Context: an optimization exercise on an open-source flow, tuned for small area. The choices shown serve that exercise and are no tape-out recipe.
Only simulation tests tie the RTL to the original design; equivalence was not proved.
The clock port is modelled as an ideal driver; clocking choices that lean on that would not hold on a real chip.
Power figures rest on the tool's default switching activity, not on a simulated workload.

**flow/flow/run.sh**
```bash
#!/bin/bash
# Standard synthesis, then the combinational logic is re-mapped for area with
# ABC (flip-flops untouched), then the standard layout steps. Ports are
# buffered with the smallest buffer; CTS takes the arguments in cts_args.txt
# and cts_post.tcl then shrinks clock buffers where the clock slew allows.
set -euo pipefail
HERE=$(pwd)
RES=$HERE/orfs/results/$FLOW_PLATFORM/RhythmGame_Top/base
bash standard.sh $RES/1_2_yosys.v > synth.log 2>&1
cp $RES/1_2_yosys.v $HERE/1_2_yosys_standard.v
export REOPT_LIB=$FLOW_HOME/platforms/$FLOW_PLATFORM/lib/sky130_fd_sc_hd__tt_025C_1v80.lib
export REOPT_IN=$HERE/1_2_yosys_standard.v
export REOPT_DONT_USE="$(make -s -C $FLOW_HOME DESIGN_CONFIG=$FLOW_CONFIG print-DONT_USE_CELLS 2>/dev/null | sed "s/^DONT_USE_CELLS: //")"
# several ABC runs (scripts reopt*.abc, each with several seeds, 4 at a
# time); keep the smallest netlist
JOBS=()
for F in flow/reopt*.abc; do
  for S in 1 2 3 4 5 6 7 8; do JOBS+=("$F:$S"); done
done
N=0
for J in "${JOBS[@]}"; do
  F=${J%%:*}; S=${J##*:}; N=$((N+1))
  sed "s/@SEED@/$S/" $F > reopt_$N.abc
  REOPT_ABC=$HERE/reopt_$N.abc REOPT_OUT=$HERE/reopt_$N.v \
    yosys -c flow/reopt.tcl > reopt_$N.log 2>&1 &
  if (( N % 4 == 0 )); then wait; fi
done
wait
BEST=""; BESTA=""
for K in $(seq 1 $N); do
  A=$(grep "Chip area for module" reopt_$K.log | tail -1 | awk '{print $NF}')
  echo "run $K ($(head -c 200 reopt_$K.abc)): area $A" >> reopt.log
  if [[ -n "$A" && -s reopt_$K.v ]] && { [[ -z "$BESTA" ]] || python3 -c "import sys; sys.exit(0 if $A < $BESTA else 1)"; }; then
    BEST=$K; BESTA=$A
  fi
done
echo "best run $BEST: area $BESTA" >> reopt.log
cp reopt_$BEST.v $RES/1_2_yosys.v
touch $RES/1_2_yosys.v
bash standard.sh "BUFFER_PORTS_ARGS=-buffer_cell sky130_fd_sc_hd__buf_1" \
  "CTS_ARGS=$(cat flow/cts_args.txt)" "POST_CTS_TCL=$HERE/flow/cts_post.tcl" \
  finish > layout.log 2>&1
```
**flow/flow/cts_args.txt**
```
-sink_clustering_enable -repair_clock_nets -buf_list sky130_fd_sc_hd__clkbuf_8 -dont_use_dummy_load
```
**flow/flow/cts_post.tcl**
```tcl
set slew_limit 0.114
set sizes {sky130_fd_sc_hd__clkbuf_2 sky130_fd_sc_hd__clkbuf_4}
proc max_clk_slew {} {
  estimate_parasitics -placement
  set mx 0
  foreach p [get_pins -hierarchical */CLK] {
    set s [get_property $p slew_max]
    if { $s > $mx } { set mx $s }
  }
  return $mx
}
puts "cts_post: max clock pin slew before: [max_clk_slew]"
set bufs {}
foreach i [[ord::get_db_block] getInsts] {
  set m [[$i getMaster] getName]
  if { [string match clkbuf_* [$i getName]] && $m eq "sky130_fd_sc_hd__clkbuf_8" } {
    lappend bufs [$i getName]
  }
}
# leaf buffers first, the root (clkbuf_0_*) last
set bufs [lsort -command {apply {{a b} {
  expr {[string match clkbuf_0_* $a] - [string match clkbuf_0_* $b]}}}} $bufs]
foreach b $bufs {
  set orig [[[[ord::get_db_block] findInst $b] getMaster] getName]
  set done 0
  foreach c $sizes {
    replace_cell $b $c
    set s [max_clk_slew]
    if { $s <= $slew_limit } {
      puts "cts_post: $b $orig -> $c (max slew $s)"
      set done 1
      break
    }
  }
  if { !$done } {
    replace_cell $b $orig
    puts "cts_post: $b stays $orig"
  }
}
puts "cts_post: max clock pin slew after: [max_clk_slew]"
detailed_placement
check_placement -verbose
```
**flow/flow/reopt.abc**
```
strash; &get -n; &deepsyn -T 40 -S @SEED@; &put; dch -f; amap
```
**flow/flow/reopt.tcl**
```tcl
# Re-optimise the combinational logic of the standard synthesis netlist.
# Flip-flops and tie cells stay as they are (same instances, names and types);
# every other cell is read as its liberty function, flattened and re-mapped.
yosys -import
set lib $::env(REOPT_LIB)
set in  $::env(REOPT_IN)
set out $::env(REOPT_OUT)
read_liberty -ignore_miss_func $lib
read_verilog $in
hierarchy -top $::env(FLOW_TOP)
blackbox sky130_fd_sc_hd__df* sky130_fd_sc_hd__edf* sky130_fd_sc_hd__sdf* sky130_fd_sc_hd__conb_1
flatten
hierarchy -top $::env(FLOW_TOP)
opt -purge
set du {}
foreach c $::env(REOPT_DONT_USE) { lappend du -dont_use $c }
abc -liberty $lib {*}$du -script $::env(REOPT_ABC)
opt_clean -purge
hierarchy -top $::env(FLOW_TOP)
stat -liberty $lib
write_verilog -noattr -nohex -nodec $out
```
**flow/standard.sh**
```bash
#!/bin/bash
# synth_recipe.tcl (not shown) runs the flow's synth.tcl, then flattens the netlist and writes it again
# the make line also repeats each setting of config.mk as NAME=value (left out here)
make -C /OpenROAD-flow-scripts/flow DESIGN_CONFIG=/design/flow/config.mk WORK_HOME=/design/flow/orfs CLKGATE_MAP_FILE= SYNTH_SCRIPT=/design/flow/synth_recipe.tcl "${@:-finish}"
```
**flow/config.mk**
```make
export PLATFORM = sky130hd
export DESIGN_NAME = RhythmGame_Top
export DESIGN_NICKNAME = RhythmGame_Top
export VERILOG_FILES = /design/flow/design.v
export SDC_FILE = /design/flow/constraint.sdc
export NUM_CORES = 4
export LEC_CHECK = 0
export CAP_MARGIN = 20
export CORE_MARGIN = 2
export CORE_UTILIZATION = 65
export SLEW_MARGIN = 20
```
**flow/constraint.sdc**
```tcl
create_clock -name core_clock -period 25.0 [get_ports {CLOCK_50}]
set_input_delay 5.0000 -clock core_clock [delete_from_list [all_inputs] [get_ports {CLOCK_50}]]
set_output_delay 5.0000 -clock core_clock [all_outputs]
set_load 0.01 [all_outputs]
```
**flow/design.v**
```verilog
module LFSR(i_Clk, i_Rst, o_Rand);
    input  wire       i_Clk;   
    input  wire       i_Rst;    
    output wire [7:0] o_Rand; 
    reg  [15:0] r_LFSR;      
    wire        w_Feedback;
    assign w_Feedback = r_LFSR[15] ^ r_LFSR[13] ^ r_LFSR[12] ^ r_LFSR[10];
    always@(posedge i_Clk, negedge i_Rst)
    begin
        if (!i_Rst) begin
            r_LFSR <= 16'h1234; 
        end
        else begin
            r_LFSR <= {r_LFSR[14:0], w_Feedback};
        end
    end
    assign o_Rand = r_LFSR[7:0];
endmodule
module OnePushControl(
    input  wire i_Clk,
    input  wire i_Rst,
    input  wire i_Push,
    output wire o_fPush
);
    reg       r_KeySync0, r_KeySync1;      
    reg       r_Wait;
    reg [4:0] r_Cnt;
    wire w_Pressed = ~r_KeySync1;
    wire w_Fb = (r_Cnt[4] ^ r_Cnt[2]) & (|r_Cnt[3:0]);
    always @(posedge i_Clk or negedge i_Rst) begin
        if (!i_Rst) begin
            r_KeySync0  <= 1'b1;
            r_KeySync1  <= 1'b1;
            r_Wait      <= 1'b0;
            r_Cnt       <= 5'd0;
        end else begin
            r_KeySync0  <= i_Push;
            r_KeySync1  <= r_KeySync0;
            r_Wait      <= w_Pressed | (r_Wait & (|r_Cnt));
            r_Cnt       <= {r_Cnt[3:0], w_Fb | (~r_Wait & w_Pressed)};
        end
    end
    assign o_fPush = (r_Cnt == 5'b00001);
endmodule
module PushControl (
    input  wire       i_Clk,
    input  wire       i_Rst,
    input  wire [3:0] i_Push,
    output wire [3:0] o_fPush
);
    OnePushControl u_Btn0 (.i_Clk(i_Clk), .i_Rst(i_Rst), .i_Push(i_Push[0]), .o_fPush(o_fPush[0]));
    OnePushControl u_Btn1 (.i_Clk(i_Clk), .i_Rst(i_Rst), .i_Push(i_Push[1]), .o_fPush(o_fPush[1]));
    OnePushControl u_Btn2 (.i_Clk(i_Clk), .i_Rst(i_Rst), .i_Push(i_Push[2]), .o_fPush(o_fPush[2]));
    OnePushControl u_Btn3 (.i_Clk(i_Clk), .i_Rst(i_Rst), .i_Push(i_Push[3]), .o_fPush(o_fPush[3]));
endmodule
module GameLogic (
    input  wire        i_Clk,
    input  wire        i_Rst,
    input  wire [3:0]  i_Pulse,
    input  wire [7:0]  i_Rand_Val,
    input  wire [1:0]  i_Speed_Opt,
    input  wire        i_View_Mode,
    input  wire        i_Start_Btn,
    output wire [31:0] o_Map,
    output wire        o_Map_Valid,
    output wire [15:0] o_Score,       
    output wire [7:0]  o_Combo,       
    output wire [9:0]  o_HP,
    output reg  [1:0]  o_Sound_Cmd
);
    reg [1:0]  r_State;
    reg [10:0] r_NHalf;
    wire [10:0] r_Half = ~r_NHalf;
    reg [9:0]  r_Speed_Cnt;
    reg [18:0] r_Score, r_HighScore;
    reg [7:0]  r_Combo, r_HighCombo;
    reg [3:0]  r_Miss;
    reg [31:0] r_NoNote;     
    wire w_Idle = ~(r_State[1] ^ r_State[0]);
    wire w_Play = ~r_State[1] & r_State[0];
    wire w_Over = r_State[1] & ~r_State[0];
    wire w_Hp0  = r_Miss[3] & r_Miss[1];             
    wire w_Act  = w_Play & ~w_Hp0;
    wire [3:0] w_P    = {i_Pulse[0], i_Pulse[1], i_Pulse[2], i_Pulse[3]};
    wire [31:0] r_Map = ~r_NoNote;
    wire [3:0] w_Row0 = r_Map[3:0];
    wire [3:0] w_Hit  = w_P & w_Row0;
    wire [3:0] w_Mis  = w_P & ~w_Row0;
    wire w_AnyHit  = |w_Hit;
    wire w_AnyMis  = |w_Mis;
    wire w_AnyP    = |w_P;
    wire w_LastHit = w_P[3] ? w_Row0[3] : w_P[2] ? w_Row0[2] : w_P[1] ? w_Row0[1] : w_Row0[0];
    wire [8:0] w_H = r_Half[8:0];
    wire w_HAbove100 = w_H[8] | w_H[7] | w_H[4] | w_H[3] | w_H[1] | w_H[0];
    wire w_Tick    = (r_Speed_Cnt[9:1] >= w_H);      
    wire w_Perfect = (r_Speed_Cnt > {3'b0, w_H[8:2]}) && (r_Speed_Cnt < {1'b0, w_H});
    wire w_BotMiss = w_Tick & (|(w_Row0 & ~w_Hit));
    wire w_Lose    = w_AnyMis | w_BotMiss;
    wire w_ComboUp = ~w_BotMiss & w_AnyP & w_LastHit;
    wire w_ComboClr = w_BotMiss | (w_AnyP & ~w_LastHit);
    wire [2:0] s4 = r_Score[18:16];
    wire [3:0] s3 = r_Score[15:12], s2 = r_Score[11:8], s1 = r_Score[7:4];
    wire       sb = r_Score[3];
    wire [2:0] sa = r_Score[2:0];
    wire w_Add   = w_Act & w_AnyHit;                  
    wire w_Add10 = w_Perfect;                          
    wire       c1 = w_Add & (w_Add10 | sb);
    wire       c2 = c1 & s1[3] & s1[0];                
    wire       c3 = c2 & s2[3] & s2[0];
    wire       c4 = c3 & s3[3] & s3[0];
    wire [3:0] n1 = c1 ? bcd_inc(s1) : s1;
    wire [3:0] n2 = c2 ? bcd_inc(s2) : s2;
    wire [3:0] n3 = c3 ? bcd_inc(s3) : s3;
    wire [2:0] n4 = c4 ? s4 + 3'd1 : s4;
    wire w_Top   = s4[2] & s4[1] & s3[2] & s3[0] & s2[2] & s2[0] & s1[1];
    wire w_ANz   = |sa;
    wire w_Wrap  = w_Add & w_Top & (w_Add10 ? (s1[0] | (sb & w_ANz)) : (s1[0] & (sb | w_ANz)));
    wire       w_WrapB = w_Add10 & s1[0] & (sb | w_ANz);
    wire [2:0] w_WrapA = {~w_ANz, sa[2] | (sa[1] & sa[0]), sa[2] | (sa[1] & ~sa[0])};   
    wire [18:0] w_ScoreAdd = w_Wrap ? {15'd0, w_WrapB, w_WrapA}
                                    : {n4, n3, n2, n1, sb ^ (w_Add & ~w_Add10), sa};
    wire [3:0] k1 = r_Combo[7:4], k0 = r_Combo[3:0];
    wire w_K0Nine = k0[3] & k0[0];
    wire w_C99 = w_K0Nine & k1[3] & k1[0];
    wire w_U0 = w_Act & w_ComboUp & ~w_C99;            
    wire w_U1 = w_U0 & w_K0Nine;                       
    wire [7:0] w_ComboNext = {k1 + {3'd0, w_U1}, w_U1 ? 4'd0 : k0 + {3'd0, w_U0}};
    function [3:0] bcd_inc;      
        input [3:0] d;
        begin
            bcd_inc[0] = ~d[0];
            bcd_inc[1] = (~d[3] & ~d[1] & d[0]) | (d[1] & ~d[0]);
            bcd_inc[2] = d[2] ^ (d[1] & d[0]);
            bcd_inc[3] = (d[3] & ~d[0]) | (d[2] & d[1] & d[0]);
        end
    endfunction
    reg [8:0] w_OptHalf;
    always @(*) begin
        case (i_Speed_Opt)
            2'b01:   w_OptHalf = 9'd250;
            2'b10:   w_OptHalf = 9'd125;
            default: w_OptHalf = 9'd500;
        endcase
    end
    wire w_Begin = w_Idle & i_Start_Btn;               
    always @(posedge i_Clk or negedge i_Rst) begin
        if (!i_Rst) begin
            r_State     <= 2'b00;
            r_Score     <= 19'd0;
            r_Combo     <= 8'd0;
            r_Miss      <= 4'd0;
            r_Speed_Cnt <= 10'd0;
            o_Sound_Cmd <= 2'd0;
            r_HighScore <= 19'd0;
            r_HighCombo <= 8'd0;
        end else begin
            r_Score     <= w_Begin ? 19'd0 : w_ScoreAdd;
            r_Combo     <= (w_Begin | (w_Act & w_ComboClr)) ? 8'd0 : w_ComboNext;
            r_Miss      <= w_Begin ? 4'd0 : r_Miss + {3'd0, w_Act & w_Lose};
            r_Speed_Cnt <= (w_Act & w_Tick) ? 10'd0 : r_Speed_Cnt + {9'd0, w_Act};
            o_Sound_Cmd <= 2'd0;
            if (w_Act) begin
                if (w_BotMiss | (w_AnyP & ~w_LastHit)) o_Sound_Cmd <= 2'd3;
                else if (w_AnyP) o_Sound_Cmd <= w_Perfect ? 2'd1 : 2'd2;
            end
            if (w_Begin) r_State <= 2'b01;
            if (w_Play & w_Hp0) begin
                r_State <= 2'b10;
                if (r_Score > r_HighScore) r_HighScore <= r_Score;
            end
            if (w_Play && r_Combo > r_HighCombo) r_HighCombo <= r_Combo;
            if (w_Over & ~(r_Half[10] | r_Half[8] | r_Half[7] | r_Half[6] | r_Half[4] | r_Half[3] | r_Half[2]))
                r_State <= 2'b11;
        end
    end
    always @(posedge i_Clk) begin
        if (w_Idle)
            r_NHalf <= ~{2'b00, w_OptHalf};
        else if (w_Play & w_Hp0)
            r_NHalf <= 11'd0;                  
        else
            r_NHalf <= ~(r_Half - {10'd0, w_Over | (w_Act & w_AnyHit & w_HAbove100)});
        if (w_Idle & i_Start_Btn)
            r_NoNote <= 32'hffffffff;
        else if (w_Act) begin
            if (w_Tick)
                r_NoNote <= {~(i_Rand_Val[7:4] & {4{i_Rand_Val[3]}}), r_NoNote[31:4]};
            else
                r_NoNote[3:0] <= r_NoNote[3:0] | w_Hit;
        end
    end
    assign o_Map       = r_Map;
    assign o_Map_Valid = r_State[1] | r_State[0];
    wire [3:0] m = r_Miss;
    assign o_HP[0] = ~m[3] & ~m[2] & ~m[1] & ~m[0];
    assign o_HP[1] = ~m[3] & ~m[2] & ~m[1];
    assign o_HP[2] = ~(m[3] | m[2] | (m[1] & m[0]));
    assign o_HP[3] = ~m[3] & ~m[2];
    assign o_HP[4] = (~m[3] & ~m[2]) | (~m[3] & ~m[1] & ~m[0]);
    assign o_HP[5] = ~(m[3] | (m[2] & m[1]));
    assign o_HP[6] = ~(m[3] | (m[2] & m[1] & m[0]));
    assign o_HP[7] = ~m[3];
    assign o_HP[8] = ~m[3] | (~m[1] & ~m[0]);
    assign o_HP[9] = ~(m[3] & m[1]);
    assign o_Score     = i_View_Mode ? r_HighScore[15:0] : r_Score[15:0];
    assign o_Combo     = i_View_Mode ? r_HighCombo : r_Combo;
endmodule
module DotMatrix(
    input  wire        i_Clk,
    input  wire        i_Rst,
    input  wire [31:0] i_Map,
    input  wire        i_Valid,
    output wire [7:0]  o_DM_Col,
    output wire [7:0]  o_DM_Row
);
    reg [3:0] r_Cnt;
    reg [2:0] r_Row;
    wire w_Wrap = r_Cnt[3] & r_Cnt[1] & r_Cnt[0];    
    always @(posedge i_Clk or negedge i_Rst) begin
        if (!i_Rst) begin
            r_Cnt <= 4'd0;
            r_Row <= 3'd0;
        end else begin
            r_Cnt <= w_Wrap ? 4'd0 : r_Cnt + 4'd1;
            r_Row <= r_Row + {2'd0, w_Wrap};
        end
    end
    wire [7:0] w_Sel;            
    genvar i;
    generate
        for (i = 0; i < 8; i = i + 1) begin : g_row
            assign w_Sel[i]    = (r_Row == i);
            assign o_DM_Row[i] = ~w_Sel[i];
        end
        for (i = 0; i < 4; i = i + 1) begin : g_col
            wire [7:0] w_Lane = {i_Map[28+i], i_Map[24+i], i_Map[20+i], i_Map[16+i],
                                 i_Map[12+i], i_Map[8+i],  i_Map[4+i],  i_Map[i]};
            wire w_Bit = i_Valid & (|(w_Sel & w_Lane));
            assign o_DM_Col[2*i]   = w_Bit;
            assign o_DM_Col[2*i+1] = w_Bit;
        end
    endgenerate
endmodule
module FND(sel, o_FND);
input  wire [3:0] sel;
output wire [6:0] o_FND;
wire [3:0] s = sel;
assign o_FND[0] = ~(s[3] | s[1] | ~(s[2] ^ s[0]));
assign o_FND[1] = ~(~s[2] | ~(s[1] ^ s[0]));
assign o_FND[2] = ~s[2] & s[1] & ~s[0];
assign o_FND[3] = (~s[2] & ~s[1] & s[0]) | (s[2] & ~s[1] & ~s[0]) | (s[2] & s[1] & s[0]);
assign o_FND[4] = (s[2] & ~s[1]) | s[0];
assign o_FND[5] = ~s[3] & ~s[2] & (s[1] | s[0]);
assign o_FND[6] = (~s[3] & ~s[2] & ~s[1]) | (s[2] & s[1] & s[0]);
endmodule
module FND5(sel, o_FND);
input  wire [3:0] sel;
output wire [6:0] o_FND;
wire [3:0] s = sel;
assign o_FND[0] = (~s[3] & s[2]) | (~s[3] & ~s[1] & s[0]);
assign o_FND[1] = s[3] & ~s[2] & ~s[1];
assign o_FND[2] = ~s[3] & s[1] & ~s[0];
assign o_FND[3] = (~s[3] & ~s[1] & s[0]) | (s[3] & s[1] & ~s[0]) | s[2];
assign o_FND[4] = ~((~s[3] & ~s[2] & ~s[0]) | (s[3] & s[0]));
assign o_FND[5] = ~(s[3] | (~s[1] & ~s[0]));
assign o_FND[6] = (~s[3] & ~s[2] & ~s[1]) | (s[3] & s[1] & ~s[0]);
endmodule
module Sound (
    input  wire       i_Clk,
    input  wire       i_Rst_n,
    input  wire [1:0] i_Sound_Cmd,
    output wire       o_Piezo
);
    reg [1:0] r_Cur;
    reg       r_Played;
    reg [7:0] r_Dur;
    reg       r_Late;
    reg       r_Delay;
    wire w_Start = (i_Sound_Cmd != 2'd0);
    wire w_Act   = (r_Cur != 2'd0);
    wire w_End = (r_Cur == 2'd1 & r_Dur[7] & r_Dur[4] & r_Dur[2] & r_Dur[1])    
               | (r_Cur == 2'd2 & r_Dur[6] & r_Dur[5] & r_Dur[4])               
               | (r_Cur == 2'd3 & r_Dur[7] & r_Dur[6] & r_Dur[3]);              
    wire [7:0] k = r_Dur;
    wire w_PzPerf = (k > 8'd24) ^ (k > 8'd49) ^ (k > 8'd74) ^ (k > 8'd91)
                  ^ (k > 8'd108) ^ (k > 8'd125) ^ (k > 8'd142);
    wire w_PzGood = (k > 8'd48) ^ (k > 8'd97);
    wire w_PzMiss = (k > 8'd62) ^ (k > 8'd125) ^ (k > 8'd188);
    wire w_Pz = (r_Cur == 2'd1) ? w_PzPerf : (r_Cur == 2'd2) ? w_PzGood : w_PzMiss;
    always @(posedge i_Clk or negedge i_Rst_n) begin
        if (!i_Rst_n) begin
            r_Cur    <= 2'd0;
            r_Played <= 1'b0;
        end else begin
            if (w_Act & ~w_Start) r_Played <= 1'b1;
            if (w_Start)
                r_Cur <= i_Sound_Cmd;
            else if (w_Act & w_End)
                r_Cur <= 2'd0;
        end
    end
    always @(posedge i_Clk) begin
        r_Dur   <= w_Start ? 8'd0 : r_Dur + 8'd1;
        r_Delay <= ~w_Start & w_Pz;
        if (w_Start) r_Late <= ~r_Played;
    end
    assign o_Piezo = w_Act & (r_Late ? r_Delay : w_Pz);
endmodule
module UI (
    input  wire        i_Clk,
    input  wire        i_Rst_n,
    input  wire [15:0] i_Score,       
    input  wire [7:0]  i_Combo,       
    input  wire [1:0]  i_Sound_Cmd,
    output wire [6:0]  o_HEX0, o_HEX1, o_HEX2, o_HEX3,
    output wire [6:0]  o_HEX4, o_HEX5,
    output wire        o_Piezo
);
    FND5 u_Score_0 (.sel(i_Score[3:0]),   .o_FND(o_HEX0));
    FND u_Score_1 (.sel(i_Score[7:4]),   .o_FND(o_HEX1));
    FND u_Score_2 (.sel(i_Score[11:8]),  .o_FND(o_HEX2));
    FND u_Score_3 (.sel(i_Score[15:12]), .o_FND(o_HEX3));
    FND u_Combo_0 (.sel(i_Combo[3:0]),   .o_FND(o_HEX4));
    FND u_Combo_1 (.sel(i_Combo[7:4]),   .o_FND(o_HEX5));
    Sound u_Sound (
        .i_Clk      (i_Clk),
        .i_Rst_n    (i_Rst_n),
        .i_Sound_Cmd(i_Sound_Cmd),
        .o_Piezo    (o_Piezo)
    );
endmodule
module RhythmGame_Top (
    input  wire        CLOCK_50,
    input  wire [3:0]  KEY,
    input  wire [9:0]  SW,
    output wire [6:0]  HEX0, HEX1, HEX2, HEX3, HEX4, HEX5,
    output wire [9:0]  LEDR,
    output wire [7:0]  o_DM_Row,
    output wire [7:0]  o_DM_Col,
    output wire        o_Piezo
);
    wire        w_Rst_n = SW[9];
    wire [3:0]  w_Push_Pulse;
    wire [7:0]  w_Rand_Val;
    wire [31:0] w_Map;
    wire        w_Map_Valid;
    wire [15:0] w_Score;
    wire [7:0]  w_Combo;
    wire [1:0]  w_Sound_Cmd;
    wire [9:0]  w_HP;
    LFSR u_LFSR (
        .i_Clk   (CLOCK_50),
        .i_Rst   (w_Rst_n),
        .o_Rand  (w_Rand_Val)
    );
    PushControl u_Input (
        .i_Clk   (CLOCK_50),
        .i_Rst   (w_Rst_n),
        .i_Push  (KEY),
        .o_fPush (w_Push_Pulse)
    );
    GameLogic u_GameCore (
        .i_Clk       (CLOCK_50),
        .i_Rst       (w_Rst_n),
        .i_Pulse     (w_Push_Pulse),
        .i_Rand_Val  (w_Rand_Val),
        .i_Speed_Opt (SW[1:0]),
        .i_View_Mode (SW[2]),
        .i_Start_Btn (SW[8]),
        .o_Map       (w_Map),
        .o_Map_Valid (w_Map_Valid),
        .o_Score     (w_Score),
        .o_Combo     (w_Combo),
        .o_HP        (w_HP),
        .o_Sound_Cmd (w_Sound_Cmd)
    );
    DotMatrix u_Display (
        .i_Clk    (CLOCK_50),
        .i_Rst    (w_Rst_n),
        .i_Map    (w_Map),
        .i_Valid  (w_Map_Valid),
        .o_DM_Col (o_DM_Col),
        .o_DM_Row (o_DM_Row)
    );
    UI u_UI (
        .i_Clk       (CLOCK_50),
        .i_Rst_n     (w_Rst_n),
        .i_Score     (w_Score),
        .i_Combo     (w_Combo),
        .i_Sound_Cmd (w_Sound_Cmd),
        .o_HEX0(HEX0), .o_HEX1(HEX1), .o_HEX2(HEX2), .o_HEX3(HEX3),
        .o_HEX4(HEX4), .o_HEX5(HEX5),
        .o_Piezo(o_Piezo)
    );
    assign LEDR = w_HP;
endmodule
```
==> results of run 1 <==
## layout make-up
| cell class | count | area, um2 | share of cell area (%) |
|---|---|---|---|
| Tap cell | 168 | 210 | 2.40 |
| Inverter | 130 | 488 | 5.56 |
| Timing Repair Buffer | 83 | 334 | 3.81 |
| Multi-Input combinational cell | 594 | 3210 | 36.6 |
| Sequential cell | 183 | 4340 | 49.5 |
| Clock buffer | 17 | 188 | 2.14 |
## final timing paths
kind	from	endpoint	slack, ns	cells after the start
worst max-delay path	SW[2]	HEX3[1]	12.42	11
worst max register to register	u_GameCore.r_Score[0]	u_GameCore.r_HighScore[15]	20.79	23
worst min register to register	u_Input.u_Btn2.r_KeySync0	u_Input.u_Btn2.r_KeySync1	0.33	0
worst min-delay path	u_Input.u_Btn2.r_KeySync0	u_Input.u_Btn2.r_KeySync1	0.33	0
max in group asynchronous	SW[9]	u_GameCore.r_HighScore[7]	19.29	2
min in group asynchronous	SW[9]	u_Input.u_Btn2.r_Cnt[4]	4.28	1
## per-layer routing
layer	part of all wire, %	track usage [%]
met1	46	40.7
met2	46	44.0
met3	6.2	5.96
met4	1.7	8.76
met5	0	0
## power by group
group,leakage (nW),internal (mW),switching (mW)
Sequential,2.01,0.307,0.00752
Clock,0.104,0.0471,0.0853
Combinational,1.31,0.00854,0.0176
Total,3.42,0.362,0.110
## state kept, by name (all words and copies together) (netlist names), 8 cells and up
register and cells:
u_GameCore.r_NoNote 32, u_LFSR.r_LFSR 16, u_UI.u_Sound.r_Dur 8, u_GameCore.r_Combo 8, u_GameCore.r_Speed_Cnt 10, u_GameCore.r_NHalf 11, u_GameCore.r_Score 19, u_GameCore.r_HighCombo 8
u_GameCore.r_HighScore 19
## stage by stage
stage | total power, mW | area (um2) | util, %
finish | 0.473 | 8770 | 72.7
global route | 0.492 | 8770 | 72.7
detailed placement | 0.347 | 8590 | 71.2
floorplan | 0.334 | 8040 | -
global placement | 0.344 | 8590 | 71.2
## cells in the final DEF, fill, tap and decap left out, drive strengths merged, types with 7 or more instances in the layout
master and count:
nor2 174, clkinv 130, dfrtp 117, buf 82
o22ai 65, nand2 64, o21ai 59, dfxtp 52
a21oi 34, o22a 25, nor3 24, o221ai 20
clkbuf 18, nand3 15, a211oi 14, dfstp 13
or2 8, nor2b 8, nor4 7, a22oi 7
a31oi 7
==> reports/qor.json, run 1 <==
{
  "ys.warnings.count": 5,
  "hpwlAfterDp_um": 12800,
  "drt_drc_violations_left": 0,
  "die_w_um": 115,
  "timing.critical_path.slowest_stage_cell": "sky130_fd_sc_hd__clkinv_1",
  "leakagePower_nw": 3.42,
  "cpMostUsedCell": "sky130_fd_sc_hd__nor2_1",
  "floorplan_die_area_mm2": 0.0133,
  "place_ws_ns": 12.55,
  "portBuffers": 78,
  "gp_routability_congestion": 0.897,
  "final_report_hold_violation_count": 0,
  "rsz0062_at_grt": "no",
  "cp-start-kind": "primary input",
  "areaGrowthSynthToFinish_pct": 9.15,
  "worst_path_dominant_cell_family": "buffers and inverters",
  "floorplan.core_area_mm2": 0.0121,
  "drv_cap": 0,
  "post_synth.cell_area_avg_um2": 8.86,
  "data_arrival_time_of_the_critical_path_ns": 7.58,
  "insertion_delay_ns": 0.80,
  "cts_num_sinks": 183,
  "fin_nets": 1024,
  "setup_total_negative_slack_ns": 0,
  "max_freq_mhz": 79.5,
  "crit_type": "primary input to primary output",
  "post-place-cells": 1158,
  "tritoncts": "yes",
  "critPathBufInv": 5,
  "effective_utilization_at_floorplan_pct": 66.6,
  "slew_headroom_pct": 38.9,
  "grt_start_max_net_pins": 75,
  "wl_per_cell_um": 15.1,
  "period_utilization_pct": 50.3,
  "first_global_vias": 6509,
  "final.setup_skew_ns": 0.0376,
  "worst_ep_required_time_ns": 20.00,
  "post_synth_inst_count": 907,
  "drt_wl_total_um": 17700,
  "grt_first_pass_wirelength_um": 30300,
  "irDropWorstVdd_v": 0.0000468,
  "crit_path_max_incr_delay_ns": 0.63,
  "drive_above_1_share_pct": 3.67,
  "cellPowerDensity_mw_per_mm2": 53.9,
  "grt.overflow.total": 0,
  "number_of_nets_in_the_synthesized_netlist": 922,
  "drt-pass1-iter-count": 7,
  "setup_viol_count_final": 0,
  "run_status": "timing/DRC/antenna clean",
  "grt_antenna_before_repair": 0,
  "worstSetupEndpointType": "primary output",
  "antenna_cells": 0,
  "worst-slew-pin-transition_ns": 0.914,
  "drv_slew": 0,
  "final_antenna_net_count": 0,
  "final.min_clock_period_ns": 12.58,
  "timing.final.ws_setup_ns": 12.42,
  "stdcell_count": 1175,
  "hold_class": "register to register",
  "grt_use_total_pct": 28.4,
  "drt_first_iter_violations": 633,
  "netlist_area_mm2": 0.00804,
  "chipHeight_um": 115,
  "detail_route.vias_per_cell": 6.05,
  "detailroute.via_count": 7104,
  "fillerInstances": 914,
  "path_cells": "buf_1 -> buf_4 -> clkinv_1 -> o22ai_1 -> clkinv_1 -> nor2_1 -> nor2_1 -> o21ai_0 -> nand2_1 -> nor2_1 -> buf_1",
  "worst-path-max-fanout": 26,
  "worst_hold_slack_ns": 0.335,
  "row_count": 40,
  "boundaryPins": 84,
  "clkTransAtPathRegs_ns": 0.11
}
==> run 2: changes to the inputs <==
--- a/flow/flow/run.sh
+++ b/flow/flow/run.sh
@@ -15,7 +15,7 @@
 # time); keep the smallest netlist
 JOBS=()
 for F in flow/reopt*.abc; do
-  for S in 1 2 3 4 5 6 7 8; do JOBS+=("$F:$S"); done
+  for S in 1 2 3 4; do JOBS+=("$F:$S"); done
 done
 N=0
 for J in "${JOBS[@]}"; do
==> flow/flow/reopt.abc (replaced) <==
strash; &get -n; &deepsyn -T 40 -S @SEED@; &put; dch; amap
==> flow/flow/reopt_f.abc (new file) <==
strash; &get -n; &deepsyn -T 40 -S @SEED@; &put; dch -f; amap
==> reports/qor.json, run 2 <==
{
  "portBuffers": {"value": 78, "change": "unchanged"},
  "final_report_hold_violation_count": {"value": 0, "change": "unchanged"},
  "gp_routability_congestion": {"value": 0.886, "change": "was 0.897"},
  "leakagePower": {"value": 3.47, "unit": "nW", "change": "was 3.42 nW"},
  "worst-path-max-fanout": {"value": 25, "change": "was 26"},
  "hpwlAfterDp": {"value": 13000, "unit": "um", "change": "was 12800 um"},
  "irDropWorstVdd": {"value": 0.0000552, "unit": "V", "change": "was 0.0000468 V"},
  "worst_setup_path_startpoint": {"value": "SW[2]", "change": "unchanged"},
  "ys.warnings.count": {"value": 5, "change": "unchanged"},
  "cp-start-kind": {"value": "primary input", "change": "unchanged"},
  "grt_start_max_net_pins": {"value": 80, "change": "was 75"},
  "wl_per_cell": {"value": 15.6, "unit": "um", "change": "was 15.1 um"},
  "layout_common_cells": {"value": "sky130_fd_sc_hd__nor2_1 (159), sky130_fd_sc_hd__clkinv_1 (132), sky130_fd_sc_hd__dfrtp_1 (117), sky130_fd_sc_hd__buf_1 (77), sky130_fd_sc_hd__nand2_1 (73)", "change": "was sky130_fd_sc_hd__nor2_1 (174), sky130_fd_sc_hd__clkinv_1 (130), sky130_fd_sc_hd__dfrtp_1 (117), sky130_fd_sc_hd__buf_1 (77), sky130_fd_sc_hd__o22ai_1 (65)"},
  "drv_slew": {"value": 0, "change": "unchanged"},
  "worst-slew-pin-transition": {"value": 0.922, "unit": "ns", "change": "was 0.914 ns"},
  "reg2reg_from": {"value": "u_GameCore.r_NHalf[3]", "change": "was u_GameCore.r_Score[0]"},
  "die_w": {"value": 115, "unit": "um", "change": "about the same"},
  "data_arrival_time_of_the_critical_path": {"value": 7.65, "unit": "ns", "change": "was 7.58 ns"},
  "largestRegisters": {"value": "u_GameCore.r_NoNote (32), u_GameCore.r_HighScore (19), u_GameCore.r_Score (19)", "change": "unchanged"},
  "setup_viol_count_final": {"value": 0, "change": "unchanged"},
  "grt_use_total": {"value": 28.7, "unit": "%", "change": "was 28.4%"},
  "hold_class": {"value": "register to register", "change": "unchanged"},
  "drt-pass1-iter-count": {"value": 10, "change": "was 7"},
  "timing.hold.worst.start": {"value": "u_Input.u_Btn0.r_KeySync0", "change": "was u_Input.u_Btn2.r_KeySync0"},
  "post_synth_inst_count": {"value": 902, "change": "was 907"},
  "grt_first_pass_wirelength": {"value": 30400, "unit": "um", "change": "was 30300 um"},
  "regMostFlops": {"value": "u_GameCore.r_NoNote", "change": "unchanged"},
  "most_common_cell_after_layout_fill_and_taps_aside": {"value": "sky130_fd_sc_hd__nor2_1", "change": "unchanged"},
  "final-seq-area": {"value": 0.00434, "unit": "mm2", "change": "unchanged"},
  "boundaryPins": {"value": 84, "change": "unchanged"},
  "number_of_nets_in_the_synthesized_netlist": {"value": 917, "change": "was 922"},
  "drt_drc_violations_left": {"value": 0, "change": "unchanged"},
  "period_utilization": {"value": 50.6, "unit": "%", "change": "was 50.3%"},
  "worst_hold_slack": {"value": 0.329, "unit": "ns", "change": "was 0.335 ns"},
  "insertion_delay": {"value": 0.45, "unit": "ns", "change": "was 0.80 ns"},
  "final_antenna_net_count": {"value": 0, "change": "unchanged"},
  "worst_ep_required_time": {"value": 20.00, "unit": "ns", "change": "about the same"},
  "detail_route.vias_per_cell": {"value": 6.19, "change": "was 6.05"},
  "grt_antenna_before_repair": {"value": 1, "change": "was 0"},
  "final.min_clock_period": {"value": 12.65, "unit": "ns", "change": "was 12.58 ns"},
  "run_status": {"value": "timing/DRC/antenna clean", "change": "unchanged"},
  "post_synth.cell_area_avg": {"value": 8.90, "unit": "um2", "change": "was 8.86 um2"},
  "crit_type": {"value": "primary input to primary output", "change": "unchanged"},
  "drv_cap": {"value": 0, "change": "unchanged"},
  "fillerInstances": {"value": 919, "change": "was 914"},
  "chipHeight": {"value": 115, "unit": "um", "change": "about the same"},
  "effective_utilization_at_floorplan": {"value": 66.9, "unit": "%", "change": "was 66.6%"},
  "drt_wl_total": {"value": 18000, "unit": "um", "change": "was 17700 um"},
  "cellPowerDensity": {"value": 54.2, "unit": "mW/mm2", "change": "was 53.9 mW/mm2"},
  "row_count": {"value": 40, "change": "unchanged"},
  "fin_nets": {"value": 1020, "change": "was 1024"},
  "slew_headroom": {"value": 38.4, "unit": "%", "change": "was 38.9%"},
  "tritoncts": {"value": "yes", "change": "unchanged"},
  "max_freq": {"value": 79.1, "unit": "MHz", "change": "was 79.5 MHz"},
  "multi_input_area": {"value": 0.00320, "unit": "mm2", "change": "was 0.00321 mm2"},
  "floorplan_die_area": {"value": 0.0133, "unit": "mm2", "change": "about the same"},
  "detailroute.via_count": {"value": 7130, "change": "was 7104"},
  "timing.final.ws_setup": {"value": 12.35, "unit": "ns", "change": "was 12.42 ns"},
  "cts_num_sinks": {"value": 183, "change": "unchanged"},
  "drt_first_iter_violations": {"value": 601, "change": "was 633"},
  "place_ws": {"value": 12.43, "unit": "ns", "change": "was 12.55 ns"},
  "largest_register_ff_count": {"value": 32, "change": "unchanged"},
  "stdcell_count": {"value": 1151, "change": "was 1175"},
  "areaGrowthSynthToFinish": {"value": 9.08, "unit": "%", "change": "was 9.15%"},
  "final_core_util": {"value": 72.9, "unit": "%", "change": "was 72.7%"},
  "netlist_area": {"value": 0.00803, "unit": "mm2", "change": "was 0.00804 mm2"},
  "floorplan.core_area": {"value": 0.0120, "unit": "mm2", "change": "was 0.0121 mm2"},
  "worstSetupEndpointType": {"value": "primary output", "change": "unchanged"},
  "setup_total_negative_slack": {"value": 0, "unit": "ns", "change": "unchanged"},
  "grt.overflow.total": {"value": 0, "change": "unchanged"},
  "post-place-cells": {"value": 1132, "change": "was 1158"},
  "final.setup_skew": {"value": 0.0352, "unit": "ns", "change": "was 0.0376 ns"},
  "clkTransAtPathRegs": {"value": 0.11, "unit": "ns", "change": "about the same"},
  "first_global_vias": {"value": 6548, "change": "was 6509"},
  "drive_above_1_share": {"value": 3.79, "unit": "%", "change": "was 3.67%"},
  "rsz0062_at_grt": {"value": "no", "change": "unchanged"}
}
==> run 2: cell types whose count changed in the layout (fill, tap and decap cells not counted), moves of 3 or more <==
cell,change
sky130_fd_sc_hd__nor2_1,-15
sky130_fd_sc_hd__nand2_1,+9
sky130_fd_sc_hd__a21oi_1,-7
sky130_fd_sc_hd__a211oi_1,+5
sky130_fd_sc_hd__nand3_1,-5
sky130_fd_sc_hd__nor3_1,+5
sky130_fd_sc_hd__o21ai_0,+4
sky130_fd_sc_hd__o31ai_1,+4
sky130_fd_sc_hd__a31oi_1,+3
sky130_fd_sc_hd__clkbuf_4,+3
sky130_fd_sc_hd__nand2b_1,-3
sky130_fd_sc_hd__or2_0,-3
==> run 2: power breakdown <==
part	internal [mW]	switching, mW
logic	0.0104	0.0207
registers	0.307	0.00740
clock network	0.0452	0.0847
total	0.362	0.113
==> run 2: path summary, 6_finish.rpt <==
path / slack (ns) / cells past startpoint / to
worst max-delay path: 12.35 / 9 / HEX3[1]
worst min-delay path: 0.33 / 0 / u_Input.u_Btn0.r_KeySync1
worst max register to register: 20.99 / 16 / u_GameCore.r_Score[0]
worst min register to register: 0.33 / 0 / u_Input.u_Btn0.r_KeySync1
max in group asynchronous: 19.28 / 3 / u_GameCore.r_HighScore[8]
min in group asynchronous: 4.59 / 1 / u_UI.u_Sound.r_Played
==> run 2: per-layer routing <==
metal	GRT usage (%)	share of wire [%]	vias to the layer above
li1	-	-	3450
met1	41.1	47	3398
met2	44.1	46	248
met3	5.96	5.2	34
met4	9.96	2.0	0
met5	0	0	-
==> run 2: cell type report <==
cell class	instances	share of cell area, %
flip-flops and latches	183	49.5
multi-input cells	587	36.5
inverters	132	5.66
repair buffers	84	4.13
well taps	147	2.10
clock buffers	17	2.03
diodes	1	0.0286
==> run 2: through the flow <==
step                      cell area [um2]  power [mW]
after detailed placement             8550       0.351
final                                8760       0.475
after floorplan                      8030       0.337
after global routing                 8760       0.495
after global placement               8550       0.348
==> run 2: critical path, stage by stage <==
cell and delay, ns:
sky130_fd_sc_hd__buf_1 0.07, sky130_fd_sc_hd__buf_4 0.29, sky130_fd_sc_hd__clkinv_1 0.67, sky130_fd_sc_hd__o22ai_1 0.58
sky130_fd_sc_hd__clkinv_1 0.17, sky130_fd_sc_hd__o21ai_0 0.37, sky130_fd_sc_hd__nand2_1 0.14, sky130_fd_sc_hd__nor2_1 0.16
sky130_fd_sc_hd__buf_1 0.17
==> run 3: changes to the inputs <==
--- a/flow/design.v
+++ b/flow/design.v
@@ -149,7 +149,6 @@
             r_Score     <= 19'd0;
             r_Combo     <= 8'd0;
             r_Miss      <= 4'd0;
-            r_Speed_Cnt <= 10'd0;
             o_Sound_Cmd <= 2'd0;
             r_HighScore <= 19'd0;
             r_HighCombo <= 8'd0;
@@ -157,7 +156,6 @@
             r_Score     <= w_Begin ? 19'd0 : w_ScoreAdd;
             r_Combo     <= (w_Begin | (w_Act & w_ComboClr)) ? 8'd0 : w_ComboNext;
             r_Miss      <= w_Begin ? 4'd0 : r_Miss + {3'd0, w_Act & w_Lose};
-            r_Speed_Cnt <= (w_Act & w_Tick) ? 10'd0 : r_Speed_Cnt + {9'd0, w_Act};
             o_Sound_Cmd <= 2'd0;
             if (w_Act) begin
                 if (w_BotMiss | (w_AnyP & ~w_LastHit)) o_Sound_Cmd <= 2'd3;
@@ -174,6 +172,8 @@
         end
     end
     always @(posedge i_Clk) begin
+        r_Speed_Cnt <= ((w_Act & w_Tick) | (w_Begin & ~r_State[0])) ? 10'd0
+                                                                   : r_Speed_Cnt + {9'd0, w_Act};
         if (w_Idle)
             r_NHalf <= ~{2'b00, w_OptHalf};
         else if (w_Play & w_Hp0)
==> reports/qor.json, run 3 <==
{
  "final-seq-area": {"value": 0.00429, "unit": "mm2", "change": "was 0.00434 mm2"},
  "areaGrowthSynthToFinish": {"value": 8.97, "unit": "%", "change": "was 9.08%"},
  "cts_num_sinks": {"value": 183, "change": "unchanged"},
  "netlist_area": {"value": 0.00799, "unit": "mm2", "change": "was 0.00803 mm2"},
  "max_freq": {"value": 78.7, "unit": "MHz", "change": "was 79.1 MHz"},
  "fin_nets": {"value": 1021, "change": "was 1020"},
  "place_ws": {"value": 12.38, "unit": "ns", "change": "was 12.43 ns"},
  "clkTransAtPathRegs": {"value": 0.10, "unit": "ns", "change": "was 0.11 ns"},
  "setup_total_negative_slack": {"value": 0, "unit": "ns", "change": "unchanged"},
  "worstSetupEndpointType": {"value": "primary output", "change": "unchanged"},
  "timing.final.ws_setup": {"value": 12.29, "unit": "ns", "change": "was 12.35 ns"},
  "largest_register_ff_count": {"value": 32, "change": "unchanged"},
  "power": {"value": 0.772, "unit": "mW", "change": "was 0.475 mW"},
  "row_count": {"value": 40, "change": "unchanged"},
  "worst-path-max-fanout": {"value": 25, "change": "unchanged"},
  "number_of_nets_in_the_synthesized_netlist": {"value": 919, "change": "was 917"},
  "rsz0062_at_grt": {"value": "no", "change": "unchanged"},
  "floorplan_die_area": {"value": 0.0132, "unit": "mm2", "change": "was 0.0133 mm2"},
  "drive_above_1_share": {"value": 3.78, "unit": "%", "change": "was 3.79%"},
  "cellPowerDensity": {"value": 88.7, "unit": "mW/mm2", "change": "was 54.2 mW/mm2"},
  "most_common_cell_after_layout_fill_and_taps_aside": {"value": "sky130_fd_sc_hd__nor2_1", "change": "unchanged"},
  "hpwlAfterDp": {"value": 13000, "unit": "um", "change": "about the same"},
  "ys.warnings.count": {"value": 5, "change": "unchanged"},
  "wl_per_cell": {"value": 15.8, "unit": "um", "change": "was 15.6 um"},
  "grt_use_total": {"value": 28.9, "unit": "%", "change": "was 28.7%"},
  "irDropWorstVdd": {"value": 0.0000564, "unit": "V", "change": "was 0.0000552 V"},
  "data_arrival_time_of_the_critical_path": {"value": 7.71, "unit": "ns", "change": "was 7.65 ns"},
  "insertion_delay": {"value": 0.60, "unit": "ns", "change": "was 0.45 ns"},
  "tritoncts": {"value": "yes", "change": "unchanged"},
  "slew_headroom": {"value": 36.9, "unit": "%", "change": "was 38.4%"},
  "global_route.usage.met1": {"value": 35.7, "unit": "%", "change": "was 41.1%"},
  "drt_drc_violations_left": {"value": 0, "change": "unchanged"},
  "grt_util_met2": {"value": 50.0, "unit": "%", "change": "was 44.1%"},
  "boundaryPins": {"value": 84, "change": "unchanged"},
  "hold_class": {"value": "register to register", "change": "unchanged"},
  "final_antenna_net_count": {"value": 0, "change": "unchanged"},
  "drt-pass1-iter-count": {"value": 5, "change": "was 10"},
  "cp-start-kind": {"value": "primary input", "change": "unchanged"},
  "die_w": {"value": 115, "unit": "um", "change": "about the same"},
  "setup_viol_count_final": {"value": 0, "change": "unchanged"},
  "run_status": {"value": "timing/DRC/antenna clean", "change": "unchanged"},
  "first_global_vias": {"value": 6808, "change": "was 6548"},
  "final.min_clock_period": {"value": 12.71, "unit": "ns", "change": "was 12.65 ns"},
  "grt_start_max_net_pins": {"value": 78, "change": "was 80"},
  "layer_with_the_highest_usage": {"value": "met2", "change": "unchanged"},
  "chipHeight": {"value": 115, "unit": "um", "change": "about the same"},
  "multi_input_area": {"value": 0.00322, "unit": "mm2", "change": "was 0.00320 mm2"},
  "grt.overflow.total": {"value": 0, "change": "unchanged"},
  "effective_utilization_at_floorplan": {"value": 66.5, "unit": "%", "change": "was 66.9%"},
  "drt_wl_total": {"value": 18200, "unit": "um", "change": "was 18000 um"},
  "floorplan.core_area": {"value": 0.0120, "unit": "mm2", "change": "unchanged"},
  "grt_use_met3": {"value": 6.22, "unit": "%", "change": "was 5.96%"},
  "grt_antenna_before_repair": {"value": 1, "change": "unchanged"},
  "crit_type": {"value": "primary input to primary output", "change": "unchanged"},
  "drt_first_iter_violations": {"value": 551, "change": "was 601"},
  "grt_first_pass_wirelength": {"value": 30400, "unit": "um", "change": "about the same"},
  "largestRegisters": {"value": "u_GameCore.r_NoNote (32), u_GameCore.r_HighScore (19), u_GameCore.r_Score (19)", "change": "unchanged"},
  "leakagePower": {"value": 3.36, "unit": "nW", "change": "was 3.47 nW"},
  "portBuffers": {"value": 78, "change": "unchanged"},
  "regMostFlops": {"value": "u_GameCore.r_NoNote", "change": "unchanged"},
  "post_synth_inst_count": {"value": 904, "change": "was 902"},
  "post_synth.cell_area_avg": {"value": 8.84, "unit": "um2", "change": "was 8.90 um2"},
  "final_report_hold_violation_count": {"value": 0, "change": "unchanged"},
  "gp_routability_congestion": {"value": 0.869, "change": "was 0.886"},
  "final.setup_skew": {"value": 0.0377, "unit": "ns", "change": "was 0.0352 ns"},
  "worst-slew-pin-transition": {"value": 0.947, "unit": "ns", "change": "was 0.922 ns"},
  "drv_cap": {"value": 0, "change": "unchanged"},
  "regToRegSetupSlack": {"value": 20.93, "unit": "ns", "change": "was 20.99 ns"},
  "drv_slew": {"value": 0, "change": "unchanged"},
  "detail_route.vias_per_cell": {"value": 6.19, "change": "about the same"},
  "layout_common_cells": {"value": "sky130_fd_sc_hd__nor2_1 (155), sky130_fd_sc_hd__clkinv_1 (130), sky130_fd_sc_hd__dfrtp_1 (107), sky130_fd_sc_hd__nand2_1 (81), sky130_fd_sc_hd__buf_1 (77)", "change": "was sky130_fd_sc_hd__nor2_1 (159), sky130_fd_sc_hd__clkinv_1 (132), sky130_fd_sc_hd__dfrtp_1 (117), sky130_fd_sc_hd__buf_1 (77), sky130_fd_sc_hd__nand2_1 (73)"},
  "detailroute.via_count": {"value": 7133, "change": "was 7130"},
  "worst_ep_required_time": {"value": 20.00, "unit": "ns", "change": "about the same"},
  "fillerInstances": {"value": 864, "change": "was 919"},
  "period_utilization": {"value": 50.8, "unit": "%", "change": "was 50.6%"}
}
## run 3: cell type report
type                            count  share of cell area, %
Multi-Input combinational cell    591                   37.0
Clock buffer                       17                   2.04
Antenna cell                        1                 0.0287
Tap cell                          147                   2.11
Sequential cell                   183                   49.3
Inverter                          130                   5.60
Timing Repair Buffer               83                   3.92
## run 3: power by group
group	switching [mW]	leakage [nW]	internal, mW
sequential	0.0477	2.05	0.344
combinational	0.161	1.22	0.0881
clock	0.0863	0.0989	0.0445
total	0.295	3.36	0.477
## run 3: layer usage
metal  routed length (um)  part of all wire, %  vias up
met5                    0                    0        -
met4                  327                  1.8        0
met3                  988                  5.4       34
met2                 9050                   50      234
met1                 7870                   43     3406
li1                     -                    -     3459
## run 3: critical path, cell delays in order
cell,delay (ns)
sky130_fd_sc_hd__buf_1,0.07
sky130_fd_sc_hd__buf_4,0.29
sky130_fd_sc_hd__clkinv_1,0.67
sky130_fd_sc_hd__o22ai_1,0.56
sky130_fd_sc_hd__clkinv_1,0.20
sky130_fd_sc_hd__nor3_1,0.25
sky130_fd_sc_hd__a31oi_1,0.10
sky130_fd_sc_hd__a21oi_1,0.25
sky130_fd_sc_hd__nor2b_1,0.16
sky130_fd_sc_hd__buf_1,0.16
## run 3: per-stage QoR
| stage | area [um2] | std cells | utilization [%] | hold WS, ns |
|---|---|---|---|---|
| after detailed placement | 8510 | 1133 | 70.8 | 0.338 |
| after floorplan | 7990 | 904 | - | 0.331 |
| after global placement | 8510 | 1133 | 70.8 | 0.338 |
| final | 8710 | 1152 | 72.5 | 0.362 |
| after global routing | 8710 | 1152 | 72.5 | 0.366 |
## run 3: path summary, 6_finish.rpt
path,startpoint,endpoint,cells past startpoint
min,u_Input.u_Btn0.r_KeySync0,u_Input.u_Btn0.r_KeySync1,0
min in group asynchronous,SW[9],u_GameCore.r_Miss[3],1
max in group asynchronous,SW[9],u_Display.r_Row[1],2
min reg2reg,u_Input.u_Btn0.r_KeySync0,u_Input.u_Btn0.r_KeySync1,0
max,SW[2],HEX0[0],10
max reg2reg,u_GameCore.r_NHalf[4],u_GameCore.r_Score[18],19
==> run 4: changes to the inputs <==
--- a/flow/design.v
+++ b/flow/design.v
@@ -146,15 +146,11 @@
     always @(posedge i_Clk or negedge i_Rst) begin
         if (!i_Rst) begin
             r_State     <= 2'b00;
-            r_Score     <= 19'd0;
-            r_Combo     <= 8'd0;
             r_Miss      <= 4'd0;
             o_Sound_Cmd <= 2'd0;
             r_HighScore <= 19'd0;
             r_HighCombo <= 8'd0;
         end else begin
-            r_Score     <= w_Begin ? 19'd0 : w_ScoreAdd;
-            r_Combo     <= (w_Begin | (w_Act & w_ComboClr)) ? 8'd0 : w_ComboNext;
             r_Miss      <= w_Begin ? 4'd0 : r_Miss + {3'd0, w_Act & w_Lose};
             o_Sound_Cmd <= 2'd0;
             if (w_Act) begin
@@ -172,6 +168,8 @@
         end
     end
     always @(posedge i_Clk) begin
+        r_Score <= w_Begin ? 19'd0 : w_ScoreAdd;
+        r_Combo <= (w_Begin | (w_Act & w_ComboClr)) ? 8'd0 : w_ComboNext;
         r_Speed_Cnt <= ((w_Act & w_Tick) | (w_Begin & ~r_State[0])) ? 10'd0
                                                                    : r_Speed_Cnt + {9'd0, w_Act};
         if (w_Idle)
@@ -202,8 +200,8 @@
     assign o_HP[7] = ~m[3];
     assign o_HP[8] = ~m[3] | (~m[1] & ~m[0]);
     assign o_HP[9] = ~(m[3] & m[1]);
-    assign o_Score     = i_View_Mode ? r_HighScore[15:0] : r_Score[15:0];
-    assign o_Combo     = i_View_Mode ? r_HighCombo : r_Combo;
+    assign o_Score     = i_View_Mode ? r_HighScore[15:0] : (r_Score[15:0] & {16{o_Map_Valid}});
+    assign o_Combo     = i_View_Mode ? r_HighCombo : (r_Combo & {8{o_Map_Valid}});
 endmodule
 module DotMatrix(
     input  wire        i_Clk,
==> reports/qor.json, run 4 <==
{
  "run_status": {"value": "timing/DRC/antenna clean", "change": "unchanged"},
  "row_count": {"value": 40, "change": "unchanged"},
  "slew_headroom": {"value": 35.6, "unit": "%", "change": "was 36.9%"},
  "data_arrival_time_of_the_critical_path": {"value": 7.52, "unit": "ns", "change": "was 7.71 ns"},
  "pwr-share-seq": {"value": 50.6, "unit": "%", "change": "was 50.8%"},
  "drt_wl_total": {"value": 17600, "unit": "um", "change": "was 18200 um"},
  "drt_first_iter_violations": {"value": 568, "change": "was 551"},
  "most_common_cell_after_layout_fill_and_taps_aside": {"value": "sky130_fd_sc_hd__nor2_1", "change": "unchanged"},
  "drv_slew": {"value": 0, "change": "unchanged"},
  "worst_hold_slack": {"value": 0.359, "unit": "ns", "change": "was 0.362 ns"},
  "grt_use_total": {"value": 28.6, "unit": "%", "change": "was 28.9%"},
  "cellPowerDensity": {"value": 89.4, "unit": "mW/mm2", "change": "was 88.7 mW/mm2"},
  "grt.overflow.total": {"value": 0, "change": "unchanged"},
  "crit_path_max_incr_delay": {"value": 0.69, "unit": "ns", "change": "was 0.67 ns"},
  "leakagePower": {"value": 3.22, "unit": "nW", "change": "was 3.36 nW"},
  "final.min_clock_period": {"value": 12.52, "unit": "ns", "change": "was 12.71 ns"},
  "final.setup_skew": {"value": 0.0402, "unit": "ns", "change": "was 0.0377 ns"},
  "setup_viol_count_final": {"value": 0, "change": "unchanged"},
  "path_cells": {"value": "buf_1 -> clkinv_1 -> buf_4 -> nand2_1 -> o22ai_1 -> a21oi_1 -> a21oi_1 -> a21oi_1 -> nor2_1 -> buf_1", "change": "was buf_1 -> buf_4 -> clkinv_1 -> o22ai_1 -> clkinv_1 -> nor3_1 -> a31oi_1 -> a21oi_1 -> nor2b_1 -> buf_1"},
  "ys.warnings.count": {"value": 5, "change": "unchanged"},
  "fin_nets": {"value": 1031, "change": "was 1021"},
  "portBuffers": {"value": 78, "change": "unchanged"},
  "areaGrowthSynthToFinish": {"value": 9.28, "unit": "%", "change": "was 8.97%"},
  "place_ws": {"value": 12.54, "unit": "ns", "change": "was 12.38 ns"},
  "setup_total_negative_slack": {"value": 0, "unit": "ns", "change": "unchanged"},
  "drv_cap": {"value": 0, "change": "unchanged"},
  "final_antenna_net_count": {"value": 0, "change": "unchanged"},
  "irDropWorstVdd": {"value": 0.0000644, "unit": "V", "change": "was 0.0000564 V"},
  "cp-start-kind": {"value": "primary input", "change": "unchanged"},
  "tritoncts": {"value": "yes", "change": "unchanged"},
  "fillerInstances": {"value": 956, "change": "was 864"},
  "final-seq-area": {"value": 0.00416, "unit": "mm2", "change": "was 0.00429 mm2"},
  "max_freq": {"value": 79.9, "unit": "MHz", "change": "was 78.7 MHz"},
  "timing.final.ws_setup": {"value": 12.48, "unit": "ns", "change": "was 12.29 ns"},
  "regToRegSetupSlack": {"value": 20.60, "unit": "ns", "change": "was 20.93 ns"},
  "worst-slew-pin-transition": {"value": 0.963, "unit": "ns", "change": "was 0.947 ns"},
  "post_synth_inst_count": {"value": 912, "change": "was 904"},
  "hpwlAfterDp": {"value": 12600, "unit": "um", "change": "was 13000 um"},
  "insertion_delay": {"value": 0.58, "unit": "ns", "change": "was 0.60 ns"},
  "p_int": {"value": 0.476, "unit": "mW", "change": "was 0.477 mW"},
  "boundaryPins": {"value": 84, "change": "unchanged"},
  "reg2reg_from": {"value": "u_GameCore.r_NHalf[2]", "change": "was u_GameCore.r_NHalf[4]"},
  "wl_per_cell": {"value": 15.2, "unit": "um", "change": "was 15.8 um"},
  "largest_register_ff_count": {"value": 32, "change": "unchanged"},
  "worst_setup_path_startpoint": {"value": "SW[2]", "change": "unchanged"},
  "p_switching": {"value": 0.293, "unit": "mW", "change": "was 0.295 mW"},
  "largestRegisters": {"value": "u_GameCore.r_NoNote (32), u_GameCore.r_HighScore (19), u_LFSR.r_LFSR (16)", "change": "was u_GameCore.r_NoNote (32), u_GameCore.r_HighScore (19), u_GameCore.r_Score (19)"},
  "floorplan.core_area": {"value": 0.0119, "unit": "mm2", "change": "was 0.0120 mm2"},
  "sw_frac_of_total": {"value": 38.1, "unit": "%", "change": "was 38.2%"},
  "worst_ep_required_time": {"value": 20.00, "unit": "ns", "change": "about the same"},
  "grt_first_pass_wirelength": {"value": 30000, "unit": "um", "change": "was 30400 um"},
  "effective_utilization_at_floorplan": {"value": 66.1, "unit": "%", "change": "was 66.5%"},
  "regMostFlops": {"value": "u_GameCore.r_NoNote", "change": "unchanged"},
  "worst-path-max-fanout": {"value": 25, "change": "unchanged"},
  "clkTransAtPathRegs": {"value": 0.08, "unit": "ns", "change": "was 0.10 ns"},
  "hold_class": {"value": "register to register", "change": "unchanged"},
  "antenna_cells": {"value": 0, "change": "was 1"},
  "detail_route.vias_per_cell": {"value": 6.08, "change": "was 6.19"},
  "drive_above_1_share": {"value": 3.85, "unit": "%", "change": "was 3.78%"},
  "p_comb_share": {"value": 32.3, "unit": "%", "change": "about the same"},
  "period_utilization": {"value": 50.1, "unit": "%", "change": "was 50.8%"},
  "detailroute.via_count": {"value": 7056, "change": "was 7133"},
  "grt_antenna_before_repair": {"value": 0, "change": "was 1"},
  "chipHeight": {"value": 114, "unit": "um", "change": "was 115 um"},
  "number_of_nets_in_the_synthesized_netlist": {"value": 927, "change": "was 919"},
  "multi_input_area": {"value": 0.00325, "unit": "mm2", "change": "was 0.00322 mm2"},
  "grt_start_max_net_pins": {"value": 76, "change": "was 78"},
  "rsz0062_at_grt": {"value": "no", "change": "unchanged"},
  "floorplan_die_area": {"value": 0.0130, "unit": "mm2", "change": "was 0.0132 mm2"},
  "cts_num_sinks": {"value": 183, "change": "unchanged"},
  "power.clock.fraction": {"value": 17.1, "unit": "%", "change": "was 17.0%"},
  "final_report_hold_violation_count": {"value": 0, "change": "unchanged"},
  "timing.critical_path.slowest_stage_cell": {"value": "sky130_fd_sc_hd__o22ai_1", "change": "was sky130_fd_sc_hd__clkinv_1"},
  "die_w": {"value": 114, "unit": "um", "change": "was 115 um"},
  "cpMostUsedCell": "sky130_fd_sc_hd__a21oi_1",
  "netlist_area": {"value": 0.00788, "unit": "mm2", "change": "was 0.00799 mm2"},
  "first_global_vias": {"value": 6666, "change": "was 6808"},
  "drt-pass1-iter-count": {"value": 5, "change": "unchanged"},
  "post_synth.cell_area_avg": {"value": 8.63, "unit": "um2", "change": "was 8.84 um2"},
  "worstSetupEndpointType": {"value": "primary output", "change": "unchanged"},
  "drt_drc_violations_left": {"value": 0, "change": "unchanged"},
  "layout_common_cells": {"value": "sky130_fd_sc_hd__nor2_1 (156), sky130_fd_sc_hd__clkinv_1 (128), sky130_fd_sc_hd__dfxtp_1 (89), sky130_fd_sc_hd__o22ai_1 (80), sky130_fd_sc_hd__dfrtp_1 (80)", "change": "was sky130_fd_sc_hd__nor2_1 (155), sky130_fd_sc_hd__clkinv_1 (130), sky130_fd_sc_hd__dfrtp_1 (107), sky130_fd_sc_hd__nand2_1 (81), sky130_fd_sc_hd__buf_1 (77)"},
  "timing.hold.worst.start": {"value": "u_Input.u_Btn1.r_KeySync0", "change": "was u_Input.u_Btn0.r_KeySync0"},
  "crit_type": {"value": "primary input to primary output", "change": "unchanged"},
  "power": {"value": 0.769, "unit": "mW", "change": "was 0.772 mW"},
  "gp_routability_congestion": {"value": 0.888, "change": "was 0.869"}
}
run 4: per-stage QoR:
step | instance area [um2] | util, % | instances
2_1_floorplan | 7880 | - | 912
6_report | 8610 | 72.2 | 1161
3_3_place_gp | 8410 | 70.6 | 1143
3_5_place_dp | 8410 | 70.6 | 1143
5_1_grt | 8610 | 72.2 | 1161
run 4: per-layer routing:
metal / share of wire, % / GRT usage [%] / up-vias
met2: 49 / 48.1 / 264
met5: 0 / 0 / -
met1: 44 / 36.6 / 3302
met4: 1.7 / 12.8 / 0
li1: - / - / 3460
met3: 5.3 / 4.76 / 30
run 4: critical path, delay by kind of cell:
| kind | cells | cell delay, ns |
|---|---|---|
| AOI/OAI and AO/OA | 4 | 1.19 |
| buffers and inverters | 4 | 0.54 |
| and+or+nand+nor | 2 | 0.74 |
run 4: final timing paths:
path,to,cells after the start
max,HEX0[0],10
min reg2reg,u_Input.u_Btn1.r_KeySync1,0
max in group asynchronous,u_LFSR.r_LFSR[15],2
min in group asynchronous,u_UI.u_Sound.r_Played,1
min,u_Input.u_Btn1.r_KeySync1,0
max reg2reg,u_GameCore.r_Score[18],24
run 4: cell type report:
cell class	instances	area share, %
clock buffer	17	2.14
sequential	183	48.3
inverter	128	5.58
tap	147	2.14
timing repair buffer	85	4.14
multi-input combinational	601	37.7
run 4: power by group through the flow:
stage               combinational, mW  clock, mW  sequential (mW)
finish                          0.248      0.132            0.389
global route                    0.279      0.147            0.397
detailed placement              0.241          0            0.395
global placement                0.231          0            0.391
floorplan                       0.175          0            0.383

port drivers added, routing unchanged:
In the flow no input, the clock included, has a driving cell. The finished layouts below were timed again as built, in two steps. Step 1, drivers: a clkbuf_16 drives CLOCK_50 and a buf_2 each remaining input, both assumed. Step 2 also shifts input and output timing later by t, the mid clock arrival at the registers, as if the neighbouring blocks saw the same clock. a / b / c = no drivers / after step 1 / after step 2; a / b = the first two.
run | t, ns | setup WS [ns] | worst setup path after step 2
run 1 | 0.812 | 12.417 / 12.394 / 12.394 | input to output
run 2 | 0.472 | 12.355 / 12.331 / 12.331 | input to output
run 3 | 0.625 | 12.288 / 12.266 / 12.266 | input to output
run 4 | 0.599 | 12.484 / 12.458 / 12.458 | input to output
After both steps every run listed still meets setup and hold. The setup slack of run 4, which loses most, moves by -0.026 ns with the drivers and by -0.026 ns with both steps.
